This design comes from an exercise in tuning for small area and a short achievable clock period on the open sky130 flow, not from production work.
Power figures rest on the tool's default switching activity, not on a simulated workload.

== trial 65 ==
// reduce_instr
module reduce_instr (
	input  [81:0] packetIn,
	input  [60:0] new_comm,
	input         clk,
	input         rst,
	output        rd_en,
	output [84:0] packetOut
);
function [5:0] addr6;
	input [5:0] i;
	addr6 = {i[5], i[5]^i[2], i[4], i[4]^i[1], i[3], i[3]^i[0]};
endfunction
function [8:0] expand;
	input [5:0] a;
	expand = {1'b0, a[5:4], 1'b0, a[3:2], 1'b0, a[1:0]};
endfunction
function [5:0] rank_addr;
	input [8:0] r;
	rank_addr = (r[8:6] == 3'd0) ? addr6(r[5:0]) : 6'd0;
endfunction
reg        t_v    [0:3];
reg [8:0]  t_x    [0:3];
reg        t_is7  [0:3];
reg        t_rz   [0:3];
reg [2:0]  t_ch   [0:3];
reg [3:0]  t_lg   [0:3];
reg [5:0]  t_p1   [0:3];
reg [5:0]  t_p2   [0:3];
reg [5:0]  t_p3   [0:3];
wire wr = new_comm[60] && (new_comm[59:54] == 6'd0);
wire [1:0] wsel = new_comm[53:52];
wire       w_is7 = (new_comm[42:34] == 9'd7);
wire [8:0] w_x = w_is7 ? new_comm[51:43] : new_comm[42:34];
integer n;
always @(posedge clk) begin
	for (n = 0; n < 4; n = n + 1) begin
		if (rst)
			t_v[n] <= 1'b0;
		else if (wr && wsel == n)
			t_v[n] <= 1'b1;
		if (wr && wsel == n) begin
			t_x[n]    <= w_x;
			t_is7[n]  <= w_is7;
			t_rz[n]   <= (new_comm[44:43] == 2'd0);
			t_ch[n]   <= new_comm[33:31];
			t_lg[n]   <= new_comm[30:27];
			t_p3[n]   <= rank_addr(new_comm[26:18]);
			t_p2[n]   <= rank_addr(new_comm[17:9]);
			t_p1[n]   <= rank_addr(new_comm[8:0]);
		end
	end
end
  ...
==> flow/config.mk <==
export PLATFORM = sky130hd
export DESIGN_NAME = reduce_instr
export DESIGN_NICKNAME = reduce_instr
export VERILOG_FILES = /design/flow/design.v
export SDC_FILE = /design/flow/constraint.sdc
export NUM_CORES = 4
export LEC_CHECK = 0
export ABC_AREA = 1
export CAP_MARGIN = 20
export CORE_MARGIN = 2
export CORE_UTILIZATION = 60
export SLEW_MARGIN = 20
==> flow/constraint.sdc <==
create_clock -name core_clock -period 20.0 [get_ports {clk}]
set_input_delay 4.0000 -clock core_clock [delete_from_list [all_inputs] [get_ports {clk}]]
set_output_delay 4.0000 -clock core_clock [all_outputs]
set_load 0.01 [all_outputs]
standard.sh (not shown) runs the stock make flow with config.mk's settings and CLKGATE_MAP_FILE= SYNTH_SCRIPT=/design/flow/synth_recipe.tcl, a recipe that flattens the netlist after the stock synthesis.
==> flow/flow/run.sh <==
#!/bin/bash
# Standard synthesis; its combinational cells re-mapped by ABC for area
# (flip-flops untouched); then the standard layout steps, with buf_1 port
# buffers, a larger setup target for timing repair and a lighter clock tree.
set -euo pipefail
export BUFFER_PORTS_ARGS="-buffer_cell sky130_fd_sc_hd__buf_1"
export SETUP_SLACK_MARGIN=9
export CTS_ARGS="-sink_clustering_enable -repair_clock_nets -buf_list sky130_fd_sc_hd__clkbuf_8 -sink_clustering_size 14 -sink_clustering_max_diameter 80 -dont_use_dummy_load"
bash standard.sh synth > synth.log 2>&1
R=orfs/results/$FLOW_PLATFORM/reduce_instr/base
cp $R/1_2_yosys.v std_synth.v
export REMAP_LIB=$FLOW_HOME/platforms/$FLOW_PLATFORM/lib/sky130_fd_sc_hd__tt_025C_1v80.lib
export REMAP_IN=std_synth.v REMAP_OUT=remapped.v REMAP_TOP=$FLOW_TOP
export REMAP_DONT_USE="$(cat flow/dont_use.txt)"
export REMAP_FAST=flow/fast.abc REMAP_AREA=flow/area.abc
$FLOW_HOME/../tools/install/yosys/bin/yosys -c flow/remap.tcl > remap.log 2>&1
cp remapped.v $R/1_2_yosys.v
rm -f $R/1_synth.odb $R/1_synth.sdc
bash standard.sh finish > finish.log 2>&1
Other scripts of this flow, unchanged in this note and not shown: flow/flow/area.abc, flow/flow/dont_use.txt, flow/flow/fast.abc, flow/flow/remap.tcl
[inputs] build 72 vs trial 65
--- a/flow/design.v
+++ b/flow/design.v
@@ -49,19 +49,23 @@
 			t_p2[n]   <= rank_addr(new_comm[17:9]);
 			t_p1[n]   <= rank_addr(new_comm[8:0]);
 		end
 	end
 end
 wire [7:0] pkt_context = packetIn[53:46];
 wire [1:0] cs = pkt_context[1:0];
 wire       row_valid = (pkt_context[7:2] == 6'd0) && t_v[cs];
+reg  [8:0] t_lr [0:3];
+always @(*)
+	for (n = 0; n < 4; n = n + 1)
+		t_lr[n] = t_is7[n] ? 9'd7 : t_x[n];
 wire [8:0] x_u = t_x[cs];
 wire       is7_u = t_is7[cs];
-wire [8:0] lr_u = is7_u ? 9'd7 : x_u;
+wire [8:0] lr_u = t_lr[cs];
 wire [3:0] lg4_u = t_lg[cs];
 wire [2:0] ch_u = t_ch[cs];
 wire [2:0] lg_u = lg4_u[2:0];
 reg  [3:0] rs;
 reg        rz;
 reg  [5:0] p1, p2, p3;
 always @(*) begin
 	rz = 0; p1 = 0; p2 = 0; p3 = 0;
@@ -302,55 +306,48 @@
 		end
 		4'b1110: begin
 			dsel = expand(dst_doubling);
 			csel = (send_home_d || diff_half) ? lg : (sb[2:0] - {2'b0, xd[5]});
 		end
 		default: ;
 	endcase
 end
+wire fwd = mfm && (dsel != 9'd0);
 reg [8:0]  dst_o;
 reg [2:0]  children;
 reg [7:0]  tag;
 reg [31:0] payload;
 reg [7:0]  contextId;
 reg [3:0]  op;
 reg [1:0]  algtype;
-reg [8:0]  rank, src, loc_rank;
-reg        ok_mfm;
+reg [8:0]  rank_o, src_o;
 reg        valid;
 always @(posedge clk) begin
 	if (rst) begin
 		dst_o    <= 9'd0;
 		children <= 3'd0;
 		tag      <= 8'd0;
 	end else begin
 		dst_o    <= pkt_dst | (mfm ? dsel : 9'd0);
 		children <= mfm ? csel : 3'd0;
 		tag      <= tag_raw;
 	end
 	if (rst || !vin) begin
 		payload   <= 32'd0;
 		contextId <= 8'd0;
 		op        <= 4'd0;
 		algtype   <= 2'd0;
-		rank      <= 9'd0;
-		src       <= 9'd0;
-		loc_rank  <= 9'd0;
-		ok_mfm    <= 1'b0;
+		rank_o    <= 9'd0;
+		src_o     <= 9'd0;
 		valid     <= 1'b0;
 	end else begin
 		payload   <= packetIn[31:0];
 		contextId <= pkt_context;
 		op        <= t_op;
 		algtype   <= packetIn[37:36];
-		rank      <= t_rank;
-		src       <= packetIn[71:63];
-		loc_rank  <= lr;
-		ok_mfm    <= mfm;
+		rank_o    <= fwd ? lr : t_rank;
+		src_o     <= fwd ? 9'd0 : packetIn[71:63];
 		valid     <= 1'b1;
 	end
 end
-wire fwd = ok_mfm && (dst_o != 9'd0);
-wire [8:0] rank_o = fwd ? loc_rank : rank;
-wire [8:0] src_o  = fwd ? 9'd0 : src;
 assign packetOut = {children, valid, dst_o, src_o, rank_o, contextId, tag, algtype, op, payload};
 endmodule
--- outcome ---
Build 72 reports its start point of the critical path as packetIn[47] while trial 65 reports packetIn[46].
Diff trial 65 and build 72: flop-to-flop setup slack higher in build 72
Number of vias per cell ends up higher on build 72.
In the metrics for trial 65 and build 72, the one carrying the higher synthesized netlist net count is build 72.
Max total power across trial 65 and build 72: trial 65
Build 72 reports a higher synthesized cell count than trial 65 does.
Diff trial 65 -> build 72: clock network power decreased about 2%, share of the cycle needed by the critical path after routing increased 0.30 points.
No functional check of the RTL was part of any run of this note.

-- what the ideal ports hide --
No port has a modelled driver above. Below, the same layouts with a new extraction and two added sets of constraints. Step 1 (the two cells are an assumption about what drives the block):
set clk [get_ports {clk}]
set_driving_cell -lib_cell sky130_fd_sc_hd__clkbuf_16 $clk
set_driving_cell -lib_cell sky130_fd_sc_hd__buf_2 [delete_from_list [all_inputs] $clk]
Step 2, shift: input delay + t, output delay - t, t = (earliest + latest rising clock arrival at the registers) / 2. This alone moves slack from input paths to output paths. Slacks: ideal ports / drivers / drivers and shift; pairs: ideal ports / drivers.
| run | t, ns | setup slack, ns | worst setup path after step 2 | slew at the worst register clock pin (ns) | pins driven straight from the clock port |
|---|---|---|---|---|---|
| trial 65 | 0.611 | 9.090 / 9.002 / 9.002 | input to output | 0.10 / 0.10 | 1 |
| build 72 | 0.609 | 9.029 / 8.997 / 8.951 | input to register | 0.11 / 0.11 | 1 |
After both steps setup and hold are still met in every run listed. For trial 65, which loses most, drivers alone change the setup slack by -0.088 ns; drivers and shift together by -0.088 ns.
